What follows belongs to an exercise in optimizing a design on an open flow for small area and a short achievable clock period; a production flow would make more cautious choices.
The RTL was checked by simulation tests, not by an equivalence proof against the original design.
Power figures rest on the tool's default switching activity, not on a simulated workload.

`design.v`:
```
`timescale 1ns / 1ps
module alu (
    input clk,
    input [2:0] s,
    input [7:0] A,
    input [7:0] B,
    input cin,
    output reg [15:0] C
);
    wire [15:0] dadda_result;
    wire [7:0] sum_out;
    wire sum_cout;
    dadda_8 dadda_multiplier (.A(A), .B(B), .y(dadda_result));
    kb kb_adder (
        .a(A),
        .b(B),
        .cin(cin),
        .sum(sum_out),
        .cout(sum_cout)
    );
    always @(posedge clk) begin
        case (s)
            3'b000: C <= {8'b0, sum_cout, sum_out};
            3'b001: C <= dadda_result;
            3'b010: C <= {8'b0, A & B};
            3'b011: C <= {8'b0, A | B};
            3'b100: C <= {8'b0, ~A};
            3'b101: C <= {8'b0, ~B};
            default: C <= C;
        endcase
    end
endmodule
module re (
    input clk,
    input [1:0] cui,
    input [7:0] in1,
    input [7:0] filter,
    input [2:0] o,
    output reg [15:0] pe
);
    reg [7:0] alu_A, alu_B;
    wire [15:0] alu_result;
    always @(posedge clk) begin
        if (cui == 2'b00) begin
            alu_A <= in1;
            alu_B <= filter;
        end else if (cui == 2'b01) begin
            pe <= alu_result;
        end
    end
    alu alu_1 (
        .clk(clk),
        .s(o),
        .A(alu_A),
        .B(alu_B),
        .cin(1'b0),
        .C(alu_result)
    );
endmodule
module pe (
    input clk,
    input [2:0] a,
    input [1:0] r,
    input [7:0] in1,
    input [7:0] filter,
    output [15:0] pe_out
);
    wire [15:0] pe;
    re re_1 (
        .clk(clk),
        .cui(r),
        .in1(in1),
        .filter(filter),
        .o(a),
        .pe(pe)
    );
    assign pe_out = pe;
endmodule
module NoC (
    input clk,
    input [31:0] data_in,
    input [7:0] control,
    input [11:0] control2,
    input [31:0] filter,
    output [63:0] data_out
);
    genvar i;
    generate
        for (i = 0; i < 4; i = i + 1) begin : PE_INST
            pe pe_inst (
                .clk(clk),
                .a(control2[3*i +: 3]),
                .r(control[2*i +: 2]),
                .in1(data_in[8*i +: 8]),
                .filter(filter[8*i +: 8]),
                .pe_out(data_out[16*i +: 16])
            );
        end
    endgenerate
endmodule
module TopModule (
    input clk,
    input [31:0] global_data,
    input [7:0] global_control,
    input [11:0] global_control2,
    input [31:0] global_filter,
    output [63:0] global_output
);
    NoC noc_inst (
        .clk(clk),
        .data_in(global_data),
        .control(global_control),
        .control2(global_control2),
        .filter(global_filter),
        .data_out(global_output)
    );
endmodule
module dadda_8(A,B,y);
    input [7:0] A;
    input [7:0] B;
    output wire [15:0] y;
    wire  gen_pp [0:7][7:0];
    wire [0:5]s1,c1;
    wire [0:13]s2,c2;  
    wire [0:9]s3,c3;
    wire [0:11]s4,c4;
    wire [0:13]s5,c5;
genvar i;
genvar j;
for(i = 0; i<8; i=i+1)begin
   for(j = 0; j<8;j = j+1)begin
      assign gen_pp[i][j] = A[j]*B[i];
end
end
    HA h1(.a(gen_pp[6][0]),.b(gen_pp[5][1]),.Sum(s1[0]),.Cout(c1[0]));
    HA h2(.a(gen_pp[4][3]),.b(gen_pp[3][4]),.Sum(s1[2]),.Cout(c1[2]));
    HA h3(.a(gen_pp[4][4]),.b(gen_pp[3][5]),.Sum(s1[4]),.Cout(c1[4]));
    csa_dadda c11(.A(gen_pp[7][0]),.B(gen_pp[6][1]),.Cin(gen_pp[5][2]),.Y(s1[1]),.Cout(c1[1]));
    csa_dadda c12(.A(gen_pp[7][1]),.B(gen_pp[6][2]),.Cin(gen_pp[5][3]),.Y(s1[3]),.Cout(c1[3]));    
    csa_dadda c13(.A(gen_pp[7][2]),.B(gen_pp[6][3]),.Cin(gen_pp[5][4]),.Y(s1[5]),.Cout(c1[5]));
    HA h4(.a(gen_pp[4][0]),.b(gen_pp[3][1]),.Sum(s2[0]),.Cout(c2[0]));
    HA h5(.a(gen_pp[2][3]),.b(gen_pp[1][4]),.Sum(s2[2]),.Cout(c2[2]));
    csa_dadda c21(.A(gen_pp[5][0]),.B(gen_pp[4][1]),.Cin(gen_pp[3][2]),.Y(s2[1]),.Cout(c2[1]));
    csa_dadda c22(.A(s1[0]),.B(gen_pp[4][2]),.Cin(gen_pp[3][3]),.Y(s2[3]),.Cout(c2[3]));
    csa_dadda c23(.A(gen_pp[2][4]),.B(gen_pp[1][5]),.Cin(gen_pp[0][6]),.Y(s2[4]),.Cout(c2[4]));
    csa_dadda c24(.A(s1[1]),.B(s1[2]),.Cin(c1[0]),.Y(s2[5]),.Cout(c2[5]));
    csa_dadda c25(.A(gen_pp[2][5]),.B(gen_pp[1][6]),.Cin(gen_pp[0][7]),.Y(s2[6]),.Cout(c2[6]));
    csa_dadda c26(.A(s1[3]),.B(s1[4]),.Cin(c1[1]),.Y(s2[7]),.Cout(c2[7]));
    csa_dadda c27(.A(c1[2]),.B(gen_pp[2][6]),.Cin(gen_pp[1][7]),.Y(s2[8]),.Cout(c2[8]));
    csa_dadda c28(.A(s1[5]),.B(c1[3]),.Cin(c1[4]),.Y(s2[9]),.Cout(c2[9]));
    csa_dadda c29(.A(gen_pp[4][5]),.B(gen_pp[3][6]),.Cin(gen_pp[2][7]),.Y(s2[10]),.Cout(c2[10]));
    csa_dadda c210(.A(gen_pp[7][3]),.B(c1[5]),.Cin(gen_pp[6][4]),.Y(s2[11]),.Cout(c2[11]));
    csa_dadda c211(.A(gen_pp[5][5]),.B(gen_pp[4][6]),.Cin(gen_pp[3][7]),.Y(s2[12]),.Cout(c2[12]));
    csa_dadda c212(.A(gen_pp[7][4]),.B(gen_pp[6][5]),.Cin(gen_pp[5][6]),.Y(s2[13]),.Cout(c2[13]));
    HA h6(.a(gen_pp[3][0]),.b(gen_pp[2][1]),.Sum(s3[0]),.Cout(c3[0]));
    csa_dadda c31(.A(s2[0]),.B(gen_pp[2][2]),.Cin(gen_pp[1][3]),.Y(s3[1]),.Cout(c3[1]));
    csa_dadda c32(.A(s2[1]),.B(s2[2]),.Cin(c2[0]),.Y(s3[2]),.Cout(c3[2]));
    csa_dadda c33(.A(c2[1]),.B(c2[2]),.Cin(s2[3]),.Y(s3[3]),.Cout(c3[3]));
    csa_dadda c34(.A(c2[3]),.B(c2[4]),.Cin(s2[5]),.Y(s3[4]),.Cout(c3[4]));
    csa_dadda c35(.A(c2[5]),.B(c2[6]),.Cin(s2[7]),.Y(s3[5]),.Cout(c3[5]));
    csa_dadda c36(.A(c2[7]),.B(c2[8]),.Cin(s2[9]),.Y(s3[6]),.Cout(c3[6]));
    csa_dadda c37(.A(c2[9]),.B(c2[10]),.Cin(s2[11]),.Y(s3[7]),.Cout(c3[7]));
    csa_dadda c38(.A(c2[11]),.B(c2[12]),.Cin(s2[13]),.Y(s3[8]),.Cout(c3[8]));
    csa_dadda c39(.A(gen_pp[7][5]),.B(gen_pp[6][6]),.Cin(gen_pp[5][7]),.Y(s3[9]),.Cout(c3[9]));
    HA h7(.a(gen_pp[2][0]),.b(gen_pp[1][1]),.Sum(s4[0]),.Cout(c4[0]));
    csa_dadda c41(.A(s3[0]),.B(gen_pp[1][2]),.Cin(gen_pp[0][3]),.Y(s4[1]),.Cout(c4[1]));
    csa_dadda c42(.A(c3[0]),.B(s3[1]),.Cin(gen_pp[0][4]),.Y(s4[2]),.Cout(c4[2]));
    csa_dadda c43(.A(c3[1]),.B(s3[2]),.Cin(gen_pp[0][5]),.Y(s4[3]),.Cout(c4[3]));
    csa_dadda c44(.A(c3[2]),.B(s3[3]),.Cin(s2[4]),.Y(s4[4]),.Cout(c4[4]));
    csa_dadda c45(.A(c3[3]),.B(s3[4]),.Cin(s2[6]),.Y(s4[5]),.Cout(c4[5]));
    csa_dadda c46(.A(c3[4]),.B(s3[5]),.Cin(s2[8]),.Y(s4[6]),.Cout(c4[6]));
    csa_dadda c47(.A(c3[5]),.B(s3[6]),.Cin(s2[10]),.Y(s4[7]),.Cout(c4[7]));
    csa_dadda c48(.A(c3[6]),.B(s3[7]),.Cin(s2[12]),.Y(s4[8]),.Cout(c4[8]));
    csa_dadda c49(.A(c3[7]),.B(s3[8]),.Cin(gen_pp[4][7]),.Y(s4[9]),.Cout(c4[9]));
    csa_dadda c410(.A(c3[8]),.B(s3[9]),.Cin(c2[13]),.Y(s4[10]),.Cout(c4[10]));
    csa_dadda c411(.A(c3[9]),.B(gen_pp[7][6]),.Cin(gen_pp[6][7]),.Y(s4[11]),.Cout(c4[11]));
    HA h8(.a(gen_pp[1][0]),.b(gen_pp[0][1]),.Sum(y[1]),.Cout(c5[0]));
    csa_dadda c51(.A(s4[0]),.B(gen_pp[0][2]),.Cin(c5[0]),.Y(y[2]),.Cout(c5[1]));
    csa_dadda c52(.A(c4[0]),.B(s4[1]),.Cin(c5[1]),.Y(y[3]),.Cout(c5[2]));
    csa_dadda c54(.A(c4[1]),.B(s4[2]),.Cin(c5[2]),.Y(y[4]),.Cout(c5[3]));
    csa_dadda c55(.A(c4[2]),.B(s4[3]),.Cin(c5[3]),.Y(y[5]),.Cout(c5[4]));
    csa_dadda c56(.A(c4[3]),.B(s4[4]),.Cin(c5[4]),.Y(y[6]),.Cout(c5[5]));
    csa_dadda c57(.A(c4[4]),.B(s4[5]),.Cin(c5[5]),.Y(y[7]),.Cout(c5[6]));
    csa_dadda c58(.A(c4[5]),.B(s4[6]),.Cin(c5[6]),.Y(y[8]),.Cout(c5[7]));
    csa_dadda c59(.A(c4[6]),.B(s4[7]),.Cin(c5[7]),.Y(y[9]),.Cout(c5[8]));
    csa_dadda c510(.A(c4[7]),.B(s4[8]),.Cin(c5[8]),.Y(y[10]),.Cout(c5[9]));
    csa_dadda c511(.A(c4[8]),.B(s4[9]),.Cin(c5[9]),.Y(y[11]),.Cout(c5[10]));
    csa_dadda c512(.A(c4[9]),.B(s4[10]),.Cin(c5[10]),.Y(y[12]),.Cout(c5[11]));
    csa_dadda c513(.A(c4[10]),.B(s4[11]),.Cin(c5[11]),.Y(y[13]),.Cout(c5[12]));
    csa_dadda c514(.A(c4[11]),.B(gen_pp[7][7]),.Cin(c5[12]),.Y(y[14]),.Cout(c5[13]));
    assign y[0] =  gen_pp[0][0];
    assign y[15] = c5[13];
endmodule
module csa_dadda(A,B,Cin,Y,Cout);
input A,B,Cin;
output Y,Cout;
assign Y = A^B^Cin;
assign Cout = (A&B)|(A&Cin)|(B&Cin);
endmodule
module HA(a, b, Sum, Cout);
input a, b;  
output Sum, Cout;  
assign Sum = a ^ b;
assign Cout = a & b;
endmodule
module kb(
    input [7:0] a,
    input [7:0] b,
    input cin,
    output [7:0] sum,
    output cout
);
    wire [7:0] p, g, c;
    assign p = a ^ b;
    assign g = a & b;
    assign c[0] = cin;
    assign c[1] = g[0] | (p[0] & c[0]);
    assign c[2] = g[1] | (p[1] & c[1]);
    assign c[3] = g[2] | (p[2] & c[2]);
    assign c[4] = g[3] | (p[3] & c[3]);
    assign c[5] = g[4] | (p[4] & c[4]);
    assign c[6] = g[5] | (p[5] & c[5]);
    assign c[7] = g[6] | (p[6] & c[6]);
    assign cout = g[7] | (p[7] & c[7]);  
    assign sum = p ^ c;
endmodule
```
`run.sh`:
```
#!/bin/bash
# synth_recipe.tcl (not shown) runs the flow's synth.tcl, then flattens the netlist and writes it again
# the make line also repeats each setting of config.mk as NAME=value (left out here)
make -C /OpenROAD-flow-scripts/flow DESIGN_CONFIG=/design/flow/config.mk WORK_HOME=/design/flow/orfs CLKGATE_MAP_FILE= SYNTH_SCRIPT=/design/flow/synth_recipe.tcl finish
```
`config.mk`:
```
export PLATFORM = sky130hd
export DESIGN_NAME = TopModule
export DESIGN_NICKNAME = TopModule
export VERILOG_FILES = /design/flow/design.v
export SDC_FILE = /design/flow/constraint.sdc
export NUM_CORES = 4
export LEC_CHECK = 0
export CAP_MARGIN = 20
export CORE_MARGIN = 2
export CORE_UTILIZATION = 40
export SLEW_MARGIN = 20
```
`constraint.sdc`:
```
create_clock -name core_clock -period 7.0 [get_ports {clk}]
set_input_delay 1.4000 -clock core_clock [delete_from_list [all_inputs] [get_ports {clk}]]
set_output_delay 1.4000 -clock core_clock [all_outputs]
set_load 0.01 [all_outputs]
```
==> metrics.cfg <==
[synth]
synth_top_area_share = 0.370
synth_edf_count = 192
synthArstFlopShare = 0
yosys_warnings = 3
syn_inst = 1367
ys_types = 53
syn-num-nets = 1768
ys_seq_area_frac = 0.370
synth_flop_cell = edfxtp_1
yosys.area.top_type = edfxtp_1
synth.avg_cell_area_um2 = 11.4
synth_area_mm2 = 0.0156
ys_ff_latch = 192
synth_area_leaders = edfxtp_1 (37%), fa_1 (28%), ha_1 (7.7%), inv_1 (6.6%), nor2_1 (5.4%)

[sta]
fin_crit_ps = 6690
max_slew.worst_pin.slew_ps = 892
finalSetupViolations = 0
maxSlewHeadroom = 0.404
period_share = 0.956
rsz0062_at_grt = false
fin_worst_skew_ps = 16.1
setup_ws_ps = 309
slew_viol_final = 0
fmax_mhz = 149
hold_violations = 0
fin_tns_setup_ps = 0

[detailed_routing]
wirelength_um = 34400
via_per_inst = 4.81
drt-initial-drc-count = 555
ant_nets = 0
num_vias = 9889
dr.pass1.iters = 5
drc = 0
wire_per_inst_um = 16.7

[global_route]
antenna_found_initial = 0
grt_first_pass_wirelength_um = 57100
track_usage = 0.181
grt_max_degree = 38
overflow = 0
first_global_vias = 10700

[layout]
antennaDiodeCount = 0
final_util = 0.474
drive_gt1_frac = 0.0462
fillers = 3616
syn2layout_area_growth_pct = 17.3
nets = 1927

[setup_path]
start_kind = flop
worst_path_most_repeated_cell = fa_1
crit_fanout = 7
critPathTopFamily = adder cells
cp_slowest_cell = fa_1
critical_path.max_stage_delay_ps = 570
crit_buf_inv = 2
reg2reg_depth = 18
crit_path_end_kind = flop
path_depth = 18
cp.arrival_ps = 7010
path_cells = inv_1 > nor2_1 > ha_1 > fa_1 > fa_1 > fa_1 > fa_1 > fa_1 > fa_1 > fa_1 > fa_1 > fa_1 > fa_1 > fa_1 > inv_1 > fa_1 > fa_1 > nor2_1
crit_required_ps = 7320
critPathKind = flop to flop

[floorplan]
ios = 149
fp.coreArea_mm2 = 0.0386
dieHeight_um = 201
num_rows = 72
dieArea_mm2 = 0.0405
die_w_um = 201
initial_utilization = 0.404

[cts]
cts_setup_buffers = 0
root_buffer = clkbuf_16
clockBufferDepth = 2
clk_pin_slew_ps = 70
cts_buffers = 17
clock-sinks = 192
clk_latency_ps = 470
cts_resized = 0
htree_num_levels = 4
cts_tree = built
ctsHoldBuffers = 0

[hold_path]
whs_path_depth = 0
hold_path_class = flop to flop

[job]
cap_violations = 0

[status]
outcome = finished clean

[power_and_ir_drop]
p_per_area_mw_per_mm2 = 227
power_mw = 4.15
p_leak_nw = 7.84
vdd_drop_max_mv = 0.134

[placed_design]
hpwl_um = 27600
gp_congestion = 0.890
io_buffer_count = 148
dp_slack_ps = 367

[routing by layer]
| metal | GRT usage | wire (um) |
|---|---|---|
| met2 | 0.312 | 17500 |
| met1 | 0.237 | 15100 |
| met5 | 0 | 0 |
| met4 | 0.0491 | 454 |
| met3 | 0.0314 | 1400 |
[worst register-to-register path, cell delays in order, from the launching register on]
cell,delay [ps]
edfxtp_1,470
inv_1,230
nor2_1,70
ha_1,310
fa_1,570
fa_1,450
fa_1,430
fa_1,400
fa_1,400
fa_1,440
fa_1,430
fa_1,430
fa_1,400
fa_1,400
fa_1,380
inv_1,80
fa_1,180
fa_1,400
nor2_1,100
[layout by cell type (no fill, tap or decap), types with 5 or more instances in the layout]
cell type and instances:
inv_1 273, nor2_1 222, fa_1 220, edfxtp_1 192, clkdlybuf4s50_1 148, ha_1 96
nand2_1 84, a21oi_1 31, mux2i_1 27, o21ai_0 27, buf_4 22, clkinv_1 18
clkbuf_16 17, nor2b_1 15, and3_1 13, mux4_2 10, o22ai_1 8, nand2b_1 7
nand3_1 7, nor3_1 7, a22oi_1 6, a211oi_1 6, and2_1 6, o211ai_1 6
a31oi_1 5, a221o_1 5, a211o_1 5
[cells by family (layout without fill, tap and decap cells)]
| family | after synthesis | in the layout | synth area share |
|---|---|---|---|
| AND/OR/NAND/NOR | 371 | 371 | 0.0992 |
| multiplexers | 42 | 42 | 0.0359 |
| buffers and inverters | 323 | 492 | 0.0826 |
| XOR/XNOR | 1 | 1 | 0.000563 |
| AO/OA/AOI/OAI | 122 | 122 | 0.0514 |
| flip-flops | 192 | 192 | 0.370 |
| adder cells (fa/ha/maj) | 316 | 316 | 0.360 |
[power breakdown]
part | leakage [nW] | switching [mW] | internal, mW
combinational | 5.67 | 0.912 | 0.746
clock | 0.275 | 0.432 | 0.554
sequential | 1.89 | 0.0650 | 1.44
total | 7.84 | 1.41 | 2.74
[cell type report]
class | instances | area, um^2 | share of cell area
Tap cell | 518 | 648 | 0.0355
Inverter | 292 | 1100 | 0.0600
Clock buffer | 18 | 429 | 0.0235
Multi-Input combinational cell | 852 | 8520 | 0.467
Clock inverter | 11 | 140 | 0.00767
Sequential cell | 192 | 5770 | 0.316
Timing Repair Buffer | 171 | 1660 | 0.0910
[synth_stat cells (2+ instances only)]
cell type / count
a211o_1: 5
a211oi_1: 6
a21oi_1: 31
a221o_1: 5
a221oi_1: 2
a22oi_1: 6
a31oi_1: 5
and2_1: 6
and3_1: 13
buf_2: 14
buf_4: 5
buf_6: 5
clkbuf_1: 7
clkinv_1: 15
edfxtp_1: 192
fa_1: 220
ha_1: 96
inv_1: 273
inv_2: 4
mux2_2: 3
mux2_4: 2
mux2i_1: 27
mux4_2: 10
nand2_1: 84
nand2b_1: 7
nand3_1: 7
nand3b_1: 4
nor2_1: 222
nor2b_1: 15
nor3_1: 7
o211ai_1: 6
o21a_1: 2
o21ai_0: 27
o221ai_1: 3
o22a_1: 3
o22ai_1: 8
o31ai_1: 3
or3_1: 2
[through the flow]
stage / hold slack [ps] / instances / cell area [um^2]
after CTS: 420 / 2053 / 18200
after global routing: 425 / 2054 / 18300
final: 416 / 2054 / 18300
after floorplan: 400 / 1367 / 15600
after global placement: 400 / 2024 / 17700
after detailed placement: 405 / 2024 / 17700
[state kept, by name, summed over array words and instances (netlist names)]
signal,cells
noc_inst.PE_INST.pe_inst.re_1.alu_B,32
noc_inst.PE_INST.pe_inst.re_1.pe,64
noc_inst.PE_INST.pe_inst.re_1.alu_1.C,64
noc_inst.PE_INST.pe_inst.re_1.alu_A,32
[worst paths after layout]
kind / startpoint / to / slack [ps]
setup / recovery: noc_inst.PE_INST[0].pe_inst.re_1.alu_B[3] / noc_inst.PE_INST[0].pe_inst.re_1.alu_1.C[14] / 310
hold / removal: noc_inst.PE_INST[0].pe_inst.re_1.alu_1.C[6] / noc_inst.PE_INST[0].pe_inst.re_1.pe[6] / 420
setup reg to reg: noc_inst.PE_INST[0].pe_inst.re_1.alu_B[3] / noc_inst.PE_INST[0].pe_inst.re_1.alu_1.C[14] / 310
hold reg to reg: noc_inst.PE_INST[0].pe_inst.re_1.alu_1.C[6] / noc_inst.PE_INST[0].pe_inst.re_1.pe[6] / 420

## static timing again, ports no longer ideal
The flow's constraints put no driver on any port. The routed layout listed below was extracted and timed again, unchanged, in two steps.
Step 1 assumes that a clkbuf_16 drives the clock port and a buf_2 every other input.
Step 2 moves the port delays by t, midway between the first and last clock arrival at a register: inputs arrive t later, outputs are due t later. That takes back most of the time a late clock gives input paths.
Slacks: ideal ports / drivers / drivers and shift; pairs: ideal ports / drivers.
t (ns): 0.515
setup WS [ns]: 0.309 / 0.309 / 0.309
hold slack, ns: 0.416 / 0.416 / 0.416
worst setup path after step 2: register to register
worst register clock-pin slew, ns: 0.08 / 0.08
After both steps this run still meets setup and hold. The setup slack of this run moves by 0.000 ns with the drivers and by 0.000 ns with both steps.
